From an optimization exercise on the open Yosys and OpenROAD flow, aimed at small area; shortcuts taken in it are not production practice.
Function was checked by simulation only, so behaviour that the tests miss may differ from the original.

==> inputs of run a <==
==> flow/design.v (excerpt) <==
module sphincs_randomizer_R (
  input  wire         CLK,
  input  wire         RST,
  input  wire         start,
  input  wire [127:0] sk_prf,
  input  wire [127:0] optrand,
  input  wire [263:0] msg,
  output wire [127:0] R,
  output reg          valid
);
==> flow/config.mk <==
export PLATFORM = sky130hd
export DESIGN_NAME = sphincs_randomizer_R
export DESIGN_NICKNAME = sphincs_randomizer_R
export VERILOG_FILES = /design/flow/design.v
export SDC_FILE = /design/flow/constraint.sdc
export NUM_CORES = 4
export LEC_CHECK = 0
export CAP_MARGIN = 20
export CORE_MARGIN = 2
export CORE_UTILIZATION = 45
export SETUP_SLACK_MARGIN = 0.1
export SLEW_MARGIN = 20
export SYNTH_HIERARCHICAL = 1
==> flow/constraint.sdc <==
create_clock -name core_clock -period 10.0 [get_ports {CLK}]
set_input_delay 2.0000 -clock core_clock [delete_from_list [all_inputs] [get_ports {CLK}]]
set_output_delay 2.0000 -clock core_clock [all_outputs]
set_load 0.01 [all_outputs]
standard.sh (not shown) runs the stock make flow with config.mk's settings and CLKGATE_MAP_FILE= SYNTH_SCRIPT=/design/flow/synth_recipe.tcl, a recipe that flattens the netlist after the stock synthesis.
==> flow/flow/run.sh <==
#!/bin/bash
# Own layout flow: the standard ORFS flow (standard.sh) with two changes
# that only affect how the layout is built:
#  - the port buffers that buffer_ports inserts on every input and output are
#    the smallest buffer cell (sky130_fd_sc_hd__buf_1) instead of the default
#    clkdlybuf4s50_1;
#  - clock tree synthesis uses clkbuf_4 with small sink clusters and
#    no dummy loads.
# Each tool's full output lands in the ORFS log folder; the make output is
# kept in standard.log.
export BUFFER_PORTS_ARGS="-buffer_cell sky130_fd_sc_hd__buf_1"
export CTS_ARGS="-sink_clustering_enable -repair_clock_nets -dont_use_dummy_load -sink_clustering_size 9 -sink_clustering_max_diameter 40 -buf_list {sky130_fd_sc_hd__clkbuf_4}"
bash standard.sh > standard.log 2>&1
==> run b (differences from run a) <==
--- a/flow/design.v
+++ b/flow/design.v
@@ -156,14 +156,15 @@
     begin rnd = s[0] & (s[2:0] != 3'd7); end
   endfunction
   wire is_round = rnd(step);
   wire is_ff    = (step[1:0] == 2'd2) | (step[2:0] == 3'd7);
   wire last     = is_round ? (cnt == 7'd127) : (cnt[3:0] == 4'd15);
   wire        wrap2  = is_round ? (cnt[6:1] == 6'd63) : (cnt[3:1] == 3'd7);
   wire [3:0]  step2  = wrap2 ? step + 4'd1 : step;
+  wire        busy2  = busy & ~(wrap2 & (step == 4'd15));
   wire [6:0]  cnt2   = wrap2 ? {6'd0, cnt[0]} : cnt + 7'd2;
   wire        p2     = cnt2[0];
   wire [5:0]  t2     = cnt2[6:1];
   wire        round2 = step2[0] & (step2[2:0] != 3'd7);
   wire        fi2    = (step2[1:0] == 2'd2);
   wire        fc2    = (step2[2:0] == 3'd7);
   wire [15:0] ad = ra[111:96], bd = ra[79:64], cd = ra[47:32], dd = ra[15:0];
@@ -229,15 +230,15 @@
   wire [11:0] cout = {1'b0, cs[16], m2s[15], m1s[15], ca[16], m5a[15], m4a[15],
                       ce[16], m4e[15], ck[16], m3[15], m1[15]};
   wire [511:0] key_blk = {sk_prf, 384'd0};
   wire [511:0] in1_blk = {optrand, msg, 8'h80, 48'h0, 64'h388};
   wire        kb    = ~step2[1];               
   wire        b1    = step2[1] & ~step2[3];    
   wire        b3    = step2[1] &  step2[3];    
-  wire        msgph = round2 & (t2[5:4] == 2'd0);
+  wire        msgph = busy2 & round2 & (t2[5:4] == 2'd0);
   wire [4:0]  j2    = {~t2[3:0], p2};          
   reg  [31:0] dj;
   integer k;
   always @* begin
     for (k = 0; k < 32; k = k + 1)
       dj[k] = msgph & (j2 == k);
   end
@@ -259,16 +260,16 @@
   assign mdat[16*36 +: 16] = rc[79:64];
   assign mdat[16*37 +: 16] = rc[175:160];
   assign mdat[16*38 +: 16] = w_new;
   always @* begin
     for (k = 0; k < 8; k = k + 1)  msel[k]     = dj[k+24] & kb;
     for (k = 0; k < 25; k = k + 1) msel[k+8]   = dj[k+7] & b1;
     for (k = 0; k < 4; k = k + 1)  msel[k+33]  = msgph & b3 & ~t2[3] & (t2[1:0] == k);
-    msel[37] = fc2;
-    msel[38] = round2 & (t2[5:4] != 2'd0);
+    msel[37] = busy2 & fc2;
+    msel[38] = busy2 & round2 & (t2[5:4] != 2'd0);
   end
   wire [15:0] acc;
   sel_andor #(.N(NSRC)) u_msg (.sel(msel), .dat(mdat), .y(acc));
   wire        xf_now = ~is_round & ~is_ff;
   wire [15:0] ivd    = ivdig(xf_now ? cnt[3:0] : cnt2[3:0] + 4'd8);
   reg [15:0] cst;
   always @* begin
@@ -279,17 +280,18 @@
       cst = 16'h0080;
     else if (msgph & b1 & (j2 == 5'd0))
       cst = 16'h0388;
     else if (msgph & b3 & (t2[3:0] == 4'd8) & p2)
       cst = 16'h8000;
     else if (msgph & b3 & (t2[3:0] == 4'd15) & ~p2)
       cst = 16'h0300;
-    else if (fi2)
+    else if (busy2 & fi2)
       cst = ivd;
   end
+  wire        wsel = busy2 & round2 & (t2[5:4] != 2'd0);
   wire [15:0] w_in = acc ^ cst;
   wire [15:0] a_in = is_round ? a_new : (is_ff ? hd : ivd);
   wire [15:0] e_in = e_new;
   wire [15:0] c_in = (!is_round && !is_ff) ? hd : rc[15:0];
   always @(posedge CLK) begin
     ra <= {a_in, ra[127:16]};
     re <= {e_in, re[127:48], gk, re[31:16]};
==> flow/flow/run.sh (replaced) <==
#!/bin/bash
# Own layout flow: the standard ORFS flow (standard.sh) with two changes
# that only affect how the layout is built:
#  - the port buffers that buffer_ports inserts on every input and output are
#    the smallest buffer cell (sky130_fd_sc_hd__buf_1) instead of the default
#    clkdlybuf4s50_1;
#  - clock tree synthesis uses clkbuf_4 with small sink clusters and
#    no dummy loads.
# Each tool's full output lands in the ORFS log folder; the make output is
# kept in standard.log.
export BUFFER_PORTS_ARGS="-buffer_cell sky130_fd_sc_hd__buf_1"
export CTS_ARGS="-sink_clustering_enable -repair_clock_nets -dont_use_dummy_load -sink_clustering_size 10 -sink_clustering_max_diameter 40 -buf_list {sky130_fd_sc_hd__clkbuf_4}"
bash standard.sh > standard.log 2>&1
--- a/flow/config.mk
+++ b/flow/config.mk
@@ -4,10 +4,11 @@
 export VERILOG_FILES = /design/flow/design.v
 export SDC_FILE = /design/flow/constraint.sdc
 export NUM_CORES = 4
 export LEC_CHECK = 0
 export CAP_MARGIN = 20
 export CORE_MARGIN = 2
 export CORE_UTILIZATION = 45
-export SETUP_SLACK_MARGIN = 0.1
+export GPL_TIMING_DRIVEN = 0
+export SETUP_SLACK_MARGIN = 0.2
 export SLEW_MARGIN = 20
 export SYNTH_HIERARCHICAL = 1
==> run c (differences from run a) <==
--- a/flow/design.v
+++ b/flow/design.v
@@ -156,14 +156,15 @@
     begin rnd = s[0] & (s[2:0] != 3'd7); end
   endfunction
   wire is_round = rnd(step);
   wire is_ff    = (step[1:0] == 2'd2) | (step[2:0] == 3'd7);
   wire last     = is_round ? (cnt == 7'd127) : (cnt[3:0] == 4'd15);
   wire        wrap2  = is_round ? (cnt[6:1] == 6'd63) : (cnt[3:1] == 3'd7);
   wire [3:0]  step2  = wrap2 ? step + 4'd1 : step;
+  wire        busy2  = busy & ~(wrap2 & (step == 4'd15));
   wire [6:0]  cnt2   = wrap2 ? {6'd0, cnt[0]} : cnt + 7'd2;
   wire        p2     = cnt2[0];
   wire [5:0]  t2     = cnt2[6:1];
   wire        round2 = step2[0] & (step2[2:0] != 3'd7);
   wire        fi2    = (step2[1:0] == 2'd2);
   wire        fc2    = (step2[2:0] == 3'd7);
   wire [15:0] ad = ra[111:96], bd = ra[79:64], cd = ra[47:32], dd = ra[15:0];
@@ -229,15 +230,15 @@
   wire [11:0] cout = {1'b0, cs[16], m2s[15], m1s[15], ca[16], m5a[15], m4a[15],
                       ce[16], m4e[15], ck[16], m3[15], m1[15]};
   wire [511:0] key_blk = {sk_prf, 384'd0};
   wire [511:0] in1_blk = {optrand, msg, 8'h80, 48'h0, 64'h388};
   wire        kb    = ~step2[1];               
   wire        b1    = step2[1] & ~step2[3];    
   wire        b3    = step2[1] &  step2[3];    
-  wire        msgph = round2 & (t2[5:4] == 2'd0);
+  wire        msgph = busy2 & round2 & (t2[5:4] == 2'd0);
   wire [4:0]  j2    = {~t2[3:0], p2};          
   reg  [31:0] dj;
   integer k;
   always @* begin
     for (k = 0; k < 32; k = k + 1)
       dj[k] = msgph & (j2 == k);
   end
@@ -259,16 +260,16 @@
   assign mdat[16*36 +: 16] = rc[79:64];
   assign mdat[16*37 +: 16] = rc[175:160];
   assign mdat[16*38 +: 16] = w_new;
   always @* begin
     for (k = 0; k < 8; k = k + 1)  msel[k]     = dj[k+24] & kb;
     for (k = 0; k < 25; k = k + 1) msel[k+8]   = dj[k+7] & b1;
     for (k = 0; k < 4; k = k + 1)  msel[k+33]  = msgph & b3 & ~t2[3] & (t2[1:0] == k);
-    msel[37] = fc2;
-    msel[38] = round2 & (t2[5:4] != 2'd0);
+    msel[37] = busy2 & fc2;
+    msel[38] = busy2 & round2 & (t2[5:4] != 2'd0);
   end
   wire [15:0] acc;
   sel_andor #(.N(NSRC)) u_msg (.sel(msel), .dat(mdat), .y(acc));
   wire        xf_now = ~is_round & ~is_ff;
   wire [15:0] ivd    = ivdig(xf_now ? cnt[3:0] : cnt2[3:0] + 4'd8);
   reg [15:0] cst;
   always @* begin
@@ -279,17 +280,18 @@
       cst = 16'h0080;
     else if (msgph & b1 & (j2 == 5'd0))
       cst = 16'h0388;
     else if (msgph & b3 & (t2[3:0] == 4'd8) & p2)
       cst = 16'h8000;
     else if (msgph & b3 & (t2[3:0] == 4'd15) & ~p2)
       cst = 16'h0300;
-    else if (fi2)
+    else if (busy2 & fi2)
       cst = ivd;
   end
+  wire        wsel = busy2 & round2 & (t2[5:4] != 2'd0);
   wire [15:0] w_in = acc ^ cst;
   wire [15:0] a_in = is_round ? a_new : (is_ff ? hd : ivd);
   wire [15:0] e_in = e_new;
   wire [15:0] c_in = (!is_round && !is_ff) ? hd : rc[15:0];
   always @(posedge CLK) begin
     ra <= {a_in, ra[127:16]};
     re <= {e_in, re[127:48], gk, re[31:16]};
==> flow/config.mk (replaced) <==
export PLATFORM = sky130hd
export DESIGN_NAME = sphincs_randomizer_R
export DESIGN_NICKNAME = sphincs_randomizer_R
export VERILOG_FILES = /design/flow/design.v
export SDC_FILE = /design/flow/constraint.sdc
export NUM_CORES = 4
export LEC_CHECK = 0
export CAP_MARGIN = 20
export CORE_MARGIN = 2
export CORE_UTILIZATION = 50
export SETUP_SLACK_MARGIN = 0.2
export SLEW_MARGIN = 20
export SYNTH_HIERARCHICAL = 1
==> run d (differences from run a) <==
--- a/flow/design.v
+++ b/flow/design.v
@@ -63,85 +63,14 @@
         6'd56: kword = 32'h748f82ee; 6'd57: kword = 32'h78a5636f;
         6'd58: kword = 32'h84c87814; 6'd59: kword = 32'h8cc70208;
         6'd60: kword = 32'h90befffa; 6'd61: kword = 32'ha4506ceb;
         6'd62: kword = 32'hbef9a3f7; default: kword = 32'hc67178f2;
       endcase
     end
   endfunction
-  function [31:0] kwordn;
-    input [5:0] t;
-    begin
-      case (t)
-        6'd00: kwordn = 32'h71374491;
-        6'd01: kwordn = 32'hb5c0fbcf;
-        6'd02: kwordn = 32'he9b5dba5;
-        6'd03: kwordn = 32'h3956c25b;
-        6'd04: kwordn = 32'h59f111f1;
-        6'd05: kwordn = 32'h923f82a4;
-        6'd06: kwordn = 32'hab1c5ed5;
-        6'd07: kwordn = 32'hd807aa98;
-        6'd08: kwordn = 32'h12835b01;
-        6'd09: kwordn = 32'h243185be;
-        6'd10: kwordn = 32'h550c7dc3;
-        6'd11: kwordn = 32'h72be5d74;
-        6'd12: kwordn = 32'h80deb1fe;
-        6'd13: kwordn = 32'h9bdc06a7;
-        6'd14: kwordn = 32'hc19bf174;
-        6'd15: kwordn = 32'he49b69c1;
-        6'd16: kwordn = 32'hefbe4786;
-        6'd17: kwordn = 32'h0fc19dc6;
-        6'd18: kwordn = 32'h240ca1cc;
-        6'd19: kwordn = 32'h2de92c6f;
-        6'd20: kwordn = 32'h4a7484aa;
-        6'd21: kwordn = 32'h5cb0a9dc;
-        6'd22: kwordn = 32'h76f988da;
-        6'd23: kwordn = 32'h983e5152;
-        6'd24: kwordn = 32'ha831c66d;
-        6'd25: kwordn = 32'hb00327c8;
-        6'd26: kwordn = 32'hbf597fc7;
-        6'd27: kwordn = 32'hc6e00bf3;
-        6'd28: kwordn = 32'hd5a79147;
-        6'd29: kwordn = 32'h06ca6351;
-        6'd30: kwordn = 32'h14292967;
-        6'd31: kwordn = 32'h27b70a85;
-        6'd32: kwordn = 32'h2e1b2138;
-        6'd33: kwordn = 32'h4d2c6dfc;
-        6'd34: kwordn = 32'h53380d13;
-        6'd35: kwordn = 32'h650a7354;
-        6'd36: kwordn = 32'h766a0abb;
-        6'd37: kwordn = 32'h81c2c92e;
-        6'd38: kwordn = 32'h92722c85;
-        6'd39: kwordn = 32'ha2bfe8a1;
-        6'd40: kwordn = 32'ha81a664b;
-        6'd41: kwordn = 32'hc24b8b70;
-        6'd42: kwordn = 32'hc76c51a3;
-        6'd43: kwordn = 32'hd192e819;
-        6'd44: kwordn = 32'hd6990624;
-        6'd45: kwordn = 32'hf40e3585;
-        6'd46: kwordn = 32'h106aa070;
-        6'd47: kwordn = 32'h19a4c116;
-        6'd48: kwordn = 32'h1e376c08;
-        6'd49: kwordn = 32'h2748774c;
-        6'd50: kwordn = 32'h34b0bcb5;
-        6'd51: kwordn = 32'h391c0cb3;
-        6'd52: kwordn = 32'h4ed8aa4a;
-        6'd53: kwordn = 32'h5b9cca4f;
-        6'd54: kwordn = 32'h682e6ff3;
-        6'd55: kwordn = 32'h748f82ee;
-        6'd56: kwordn = 32'h78a5636f;
-        6'd57: kwordn = 32'h84c87814;
-        6'd58: kwordn = 32'h8cc70208;
-        6'd59: kwordn = 32'h90befffa;
-        6'd60: kwordn = 32'ha4506ceb;
-        6'd61: kwordn = 32'hbef9a3f7;
-        6'd62: kwordn = 32'hc67178f2;
-        default: kwordn = 32'h00000000;
-      endcase
-    end
-  endfunction
   function [15:0] ivdig;
     input [3:0] pos;
     reg [31:0] w;
     begin
       case (pos[3:1])
         3'd0: w = 32'h5be0cd19; 3'd1: w = 32'h1f83d9ab;
         3'd2: w = 32'h9b05688c; 3'd3: w = 32'h510e527f;
@@ -156,47 +85,47 @@
     begin rnd = s[0] & (s[2:0] != 3'd7); end
   endfunction
   wire is_round = rnd(step);
   wire is_ff    = (step[1:0] == 2'd2) | (step[2:0] == 3'd7);
   wire last     = is_round ? (cnt == 7'd127) : (cnt[3:0] == 4'd15);
   wire        wrap2  = is_round ? (cnt[6:1] == 6'd63) : (cnt[3:1] == 3'd7);
   wire [3:0]  step2  = wrap2 ? step + 4'd1 : step;
+  wire        busy2  = busy & ~(wrap2 & (step == 4'd15));
   wire [6:0]  cnt2   = wrap2 ? {6'd0, cnt[0]} : cnt + 7'd2;
   wire        p2     = cnt2[0];
   wire [5:0]  t2     = cnt2[6:1];
   wire        round2 = step2[0] & (step2[2:0] != 3'd7);
   wire        fi2    = (step2[1:0] == 2'd2);
   wire        fc2    = (step2[2:0] == 3'd7);
   wire [15:0] ad = ra[111:96], bd = ra[79:64], cd = ra[47:32], dd = ra[15:0];
   wire [15:0] ed = re[111:96], fd = re[79:64], gd = re[47:32], hd = re[15:0];
   wire [31:0] av = {p ? ra[95:80] : ra[127:112], ad};
   wire [31:0] ev = {p ? re[95:80] : re[127:112], ed};
   wire [15:0] S0d = rot16(av, 2) ^ rot16(av, 13) ^ rot16(av, 22);
   wire [15:0] S1d = rot16(ev, 6) ^ rot16(ev, 11) ^ rot16(ev, 25);
   wire [15:0] Chd = (ed & fd) ^ (~ed & gd);
   wire [15:0] Mjd = (ad & bd) | (ad & cd) | (bd & cd);
-  wire [31:0] kw  = kwordn(cnt[6:1]);
-  wire        k0  = busy & ~is_round & (cnt[3:1] == 3'd7) & (step[1:0] != 2'd3) & (step[2:0] != 3'd6);
-  wire [15:0] Kx  = rmr ? (p ? kw[31:16] : kw[15:0])
-                  : (k0 ? (p ? 16'h428a : 16'h2f98) : 16'd0);
+  wire [31:0] kw  = kword(t2);
+  wire [15:0] Kx  = (busy2 & round2) ? (p2 ? kw[31:16] : kw[15:0]) : 16'd0;
   wire [15:0] Wd  = rw[495:480];
+  wire [15:0] hg  = hd  & {16{rmr}};
+  wire [15:0] Chg = Chd & {16{rmr}};
+  wire [15:0] S1g = S1d & {16{rmr}};
   wire [31:0] v0 = {p ? rw[31:16]   : rw[63:48],   rw[47:32]};    
   wire [31:0] v1 = {p ? rw[447:432] : rw[479:464], rw[463:448]};  
   wire [15:0] s0d = rot16(v0, 7) ^ rot16(v0, 18) ^ (v0[18:3] & (p ? 16'h1fff : 16'hffff));
   wire [15:0] s1d = rot16(v1, 17) ^ rot16(v1, 19) ^ (v1[25:10] & (p ? 16'h003f : 16'hffff));
   wire [15:0] w15 = rw[15:0];      
   wire [15:0] w6  = rw[303:288];   
   reg  [11:0] cf;    
-  wire [15:0] s1 = hd ^ Chd ^ S1d;
-  wire [15:0] m1 = (hd & Chd) | (hd & S1d) | (Chd & S1d);
+  wire [15:0] s1 = hg ^ Wd ^ Chg;
+  wire [15:0] m1 = (hg & Wd) | (hg & Chg) | (Wd & Chg);
   wire [15:0] c1 = {m1[14:0], cf[0]};
-  wire [15:0] s1g = s1 & {16{rmr}};
-  wire [15:0] c1g = c1 & {16{rmr}};
-  wire [15:0] s3 = s1g ^ c1g ^ Wd;
-  wire [15:0] m3 = (s1g & c1g) | (s1g & Wd) | (c1g & Wd);
+  wire [15:0] s3 = s1 ^ c1 ^ S1g;
+  wire [15:0] m3 = (s1 & c1) | (s1 & S1g) | (c1 & S1g);
   wire [15:0] c3 = {m3[14:0], cf[1]};
   wire [15:0] s4e = s3 ^ c3 ^ dd;
   wire [15:0] m4e = (s3 & c3) | (s3 & dd) | (c3 & dd);
   wire [15:0] c4e = {m4e[14:0], cf[3]};
   wire [15:0] s4a = s3 ^ c3 ^ S0d;
   wire [15:0] m4a = (s3 & c3) | (s3 & S0d) | (c3 & S0d);
   wire [15:0] c4a = {m4a[14:0], cf[5]};
@@ -229,15 +158,15 @@
   wire [11:0] cout = {1'b0, cs[16], m2s[15], m1s[15], ca[16], m5a[15], m4a[15],
                       ce[16], m4e[15], ck[16], m3[15], m1[15]};
   wire [511:0] key_blk = {sk_prf, 384'd0};
   wire [511:0] in1_blk = {optrand, msg, 8'h80, 48'h0, 64'h388};
   wire        kb    = ~step2[1];               
   wire        b1    = step2[1] & ~step2[3];    
   wire        b3    = step2[1] &  step2[3];    
-  wire        msgph = round2 & (t2[5:4] == 2'd0);
+  wire        msgph = busy2 & round2 & (t2[5:4] == 2'd0);
   wire [4:0]  j2    = {~t2[3:0], p2};          
   reg  [31:0] dj;
   integer k;
   always @* begin
     for (k = 0; k < 32; k = k + 1)
       dj[k] = msgph & (j2 == k);
   end
@@ -259,39 +188,37 @@
   assign mdat[16*36 +: 16] = rc[79:64];
   assign mdat[16*37 +: 16] = rc[175:160];
   assign mdat[16*38 +: 16] = w_new;
   always @* begin
     for (k = 0; k < 8; k = k + 1)  msel[k]     = dj[k+24] & kb;
     for (k = 0; k < 25; k = k + 1) msel[k+8]   = dj[k+7] & b1;
     for (k = 0; k < 4; k = k + 1)  msel[k+33]  = msgph & b3 & ~t2[3] & (t2[1:0] == k);
-    msel[37] = fc2;
-    msel[38] = round2 & (t2[5:4] != 2'd0);
+    msel[37] = busy2 & fc2;
+    msel[38] = busy2 & round2 & (t2[5:4] != 2'd0);
   end
   wire [15:0] acc;
   sel_andor #(.N(NSRC)) u_msg (.sel(msel), .dat(mdat), .y(acc));
-  wire        xf_now = ~is_round & ~is_ff;
-  wire [15:0] ivd    = ivdig(xf_now ? cnt[3:0] : cnt2[3:0] + 4'd8);
   reg [15:0] cst;
   always @* begin
     cst = 16'd0;
     if (msgph & kb)
       cst = step2[3] ? 16'h5c5c : 16'h3636;
     else if (msgph & b1 & (j2 == 5'd7))
       cst = 16'h0080;
     else if (msgph & b1 & (j2 == 5'd0))
       cst = 16'h0388;
     else if (msgph & b3 & (t2[3:0] == 4'd8) & p2)
       cst = 16'h8000;
     else if (msgph & b3 & (t2[3:0] == 4'd15) & ~p2)
       cst = 16'h0300;
-    else if (fi2)
-      cst = ivd;
+    else if (busy2 & fi2)
+      cst = ivdig(cnt2[3:0] + 4'd8);
   end
   wire [15:0] w_in = acc ^ cst;
-  wire [15:0] a_in = is_round ? a_new : (is_ff ? hd : ivd);
+  wire [15:0] a_in = is_round ? a_new : (is_ff ? hd : ivdig(cnt[3:0]));
   wire [15:0] e_in = e_new;
   wire [15:0] c_in = (!is_round && !is_ff) ? hd : rc[15:0];
   always @(posedge CLK) begin
     ra <= {a_in, ra[127:16]};
     re <= {e_in, re[127:48], gk, re[31:16]};
     rw <= {w_in, rw[511:16]};
     rc <= {c_in, rc[255:16]};
==> flow/flow/run.sh (replaced) <==
#!/bin/bash
# Own layout flow: the standard ORFS flow (standard.sh) with two changes
# that only affect how the layout is built:
#  - the port buffers that buffer_ports inserts on every input and output are
#    the smallest buffer cell (sky130_fd_sc_hd__buf_1) instead of the default
#    clkdlybuf4s50_1;
#  - clock tree synthesis uses clkbuf_4 with small sink clusters and
#    no dummy loads.
# Each tool's full output lands in the ORFS log folder; the make output is
# kept in standard.log.
export BUFFER_PORTS_ARGS="-buffer_cell sky130_fd_sc_hd__buf_1"
export CTS_ARGS="-sink_clustering_enable -repair_clock_nets -dont_use_dummy_load -sink_clustering_size 10 -sink_clustering_max_diameter 40 -buf_list {sky130_fd_sc_hd__clkbuf_4}"
bash standard.sh > standard.log 2>&1
==> flow/config.mk (replaced) <==
export PLATFORM = sky130hd
export DESIGN_NAME = sphincs_randomizer_R
export DESIGN_NICKNAME = sphincs_randomizer_R
export VERILOG_FILES = /design/flow/design.v
export SDC_FILE = /design/flow/constraint.sdc
export NUM_CORES = 4
export LEC_CHECK = 0
export CAP_MARGIN = 20
export CORE_MARGIN = 2
export CORE_UTILIZATION = 55
export SETUP_SLACK_MARGIN = 0.2
export SLEW_MARGIN = 20
export SYNTH_HIERARCHICAL = 1
==> comparison <==
- Register-to-register slack: run b < run a < run d < run c.
- Synthesized cell count: run b is smaller than run d (1.5%).
- Design area: run c is smaller than run b (0.62%).
- The lowest global-route usage belongs to run a, the highest to run d.
- Of run d and run a, run a has the higher count of clock-buffer cells in the layout (gap 13).
- Wire length: run c is smaller than run b (about 7%).
- The highest clock skew belongs to run c, the lowest to run b.
==> figures <==
	run c	run b	run d	run a
Outcome	complete, no violations	complete, no violations	complete, no violations	complete, no violations
Number of multi-input logic gates	1693	1693	1778	1669
X dimension of the die	272.8 um	287.4 um	262.3 um	287.1 um
Final area over synthesized area	1.1405x	1.1476x	1.1503x	1.1434x
Clock latency reported for the late side of the worst-skew pair	1.06 ns	1.04 ns	1.11 ns	1.04 ns
Worst slack after detailed placement	-0.05609 ns	-1.497 ns	-0.07066 ns	-0.006317 ns
Synth unique cells	84	84	96	90
Drt initial violations	3880	4140	5695	3315
Via density per instance	6.223	6.063	6.765	5.951
Final cell count without fillers	4709	4903	4746	4781
Number of buffers and inverters on the critical path	2	6	3	2
Reg-to-reg critical path endpoint	ra[127]	ra[127]	cf[4]	ra[127]
Core region area	71490 um^2	79260 um^2	65860 um^2	79130 um^2
Post-Place Cells	4540	4733	4561	4609
Clock buffers and inverters, area share	2.605%	2.372%	2.437%	2.731%
Post-Route Utilization	57.65%	52.32%	64.09%	52.10%

static timing again, ports no longer ideal:
The results above use ideal ports. As a check the final layouts listed here were re-extracted and re-timed, cells and wires unchanged. Step 1 assumes that a clkbuf_16 drives the clock port and a buf_2 every other input. Step 2 also shifts input and output timing later by t, the mid clock arrival at the registers, as if the neighbouring blocks saw the same clock. Three values: ideal ports, drivers, drivers and shift; two values: the first two.
run | t (ns) | setup WS [ns] | hold slack, ns | latest minus earliest clock arrival (ns) | worst register clock-pin slew, ns
run a | 1.016 | 0.347 / 0.347 / 0.347 | 0.256 / 0.256 / 0.256 | 0.192 / 0.191 | 0.10 / 0.10
run b | 1.036 | 0.297 / 0.297 / 0.297 | 0.264 / 0.264 / 0.264 | 0.141 / 0.141 | 0.12 / 0.12
run c | 1.026 | 0.398 / 0.398 / 0.398 | 0.237 / 0.237 / 0.237 | 0.199 / 0.199 | 0.11 / 0.11
run d | 1.040 | 0.368 / 0.368 / 0.368 | 0.180 / 0.180 / 0.180 | 0.241 / 0.240 | 0.12 / 0.12
After both steps setup and hold are still met in every run listed.
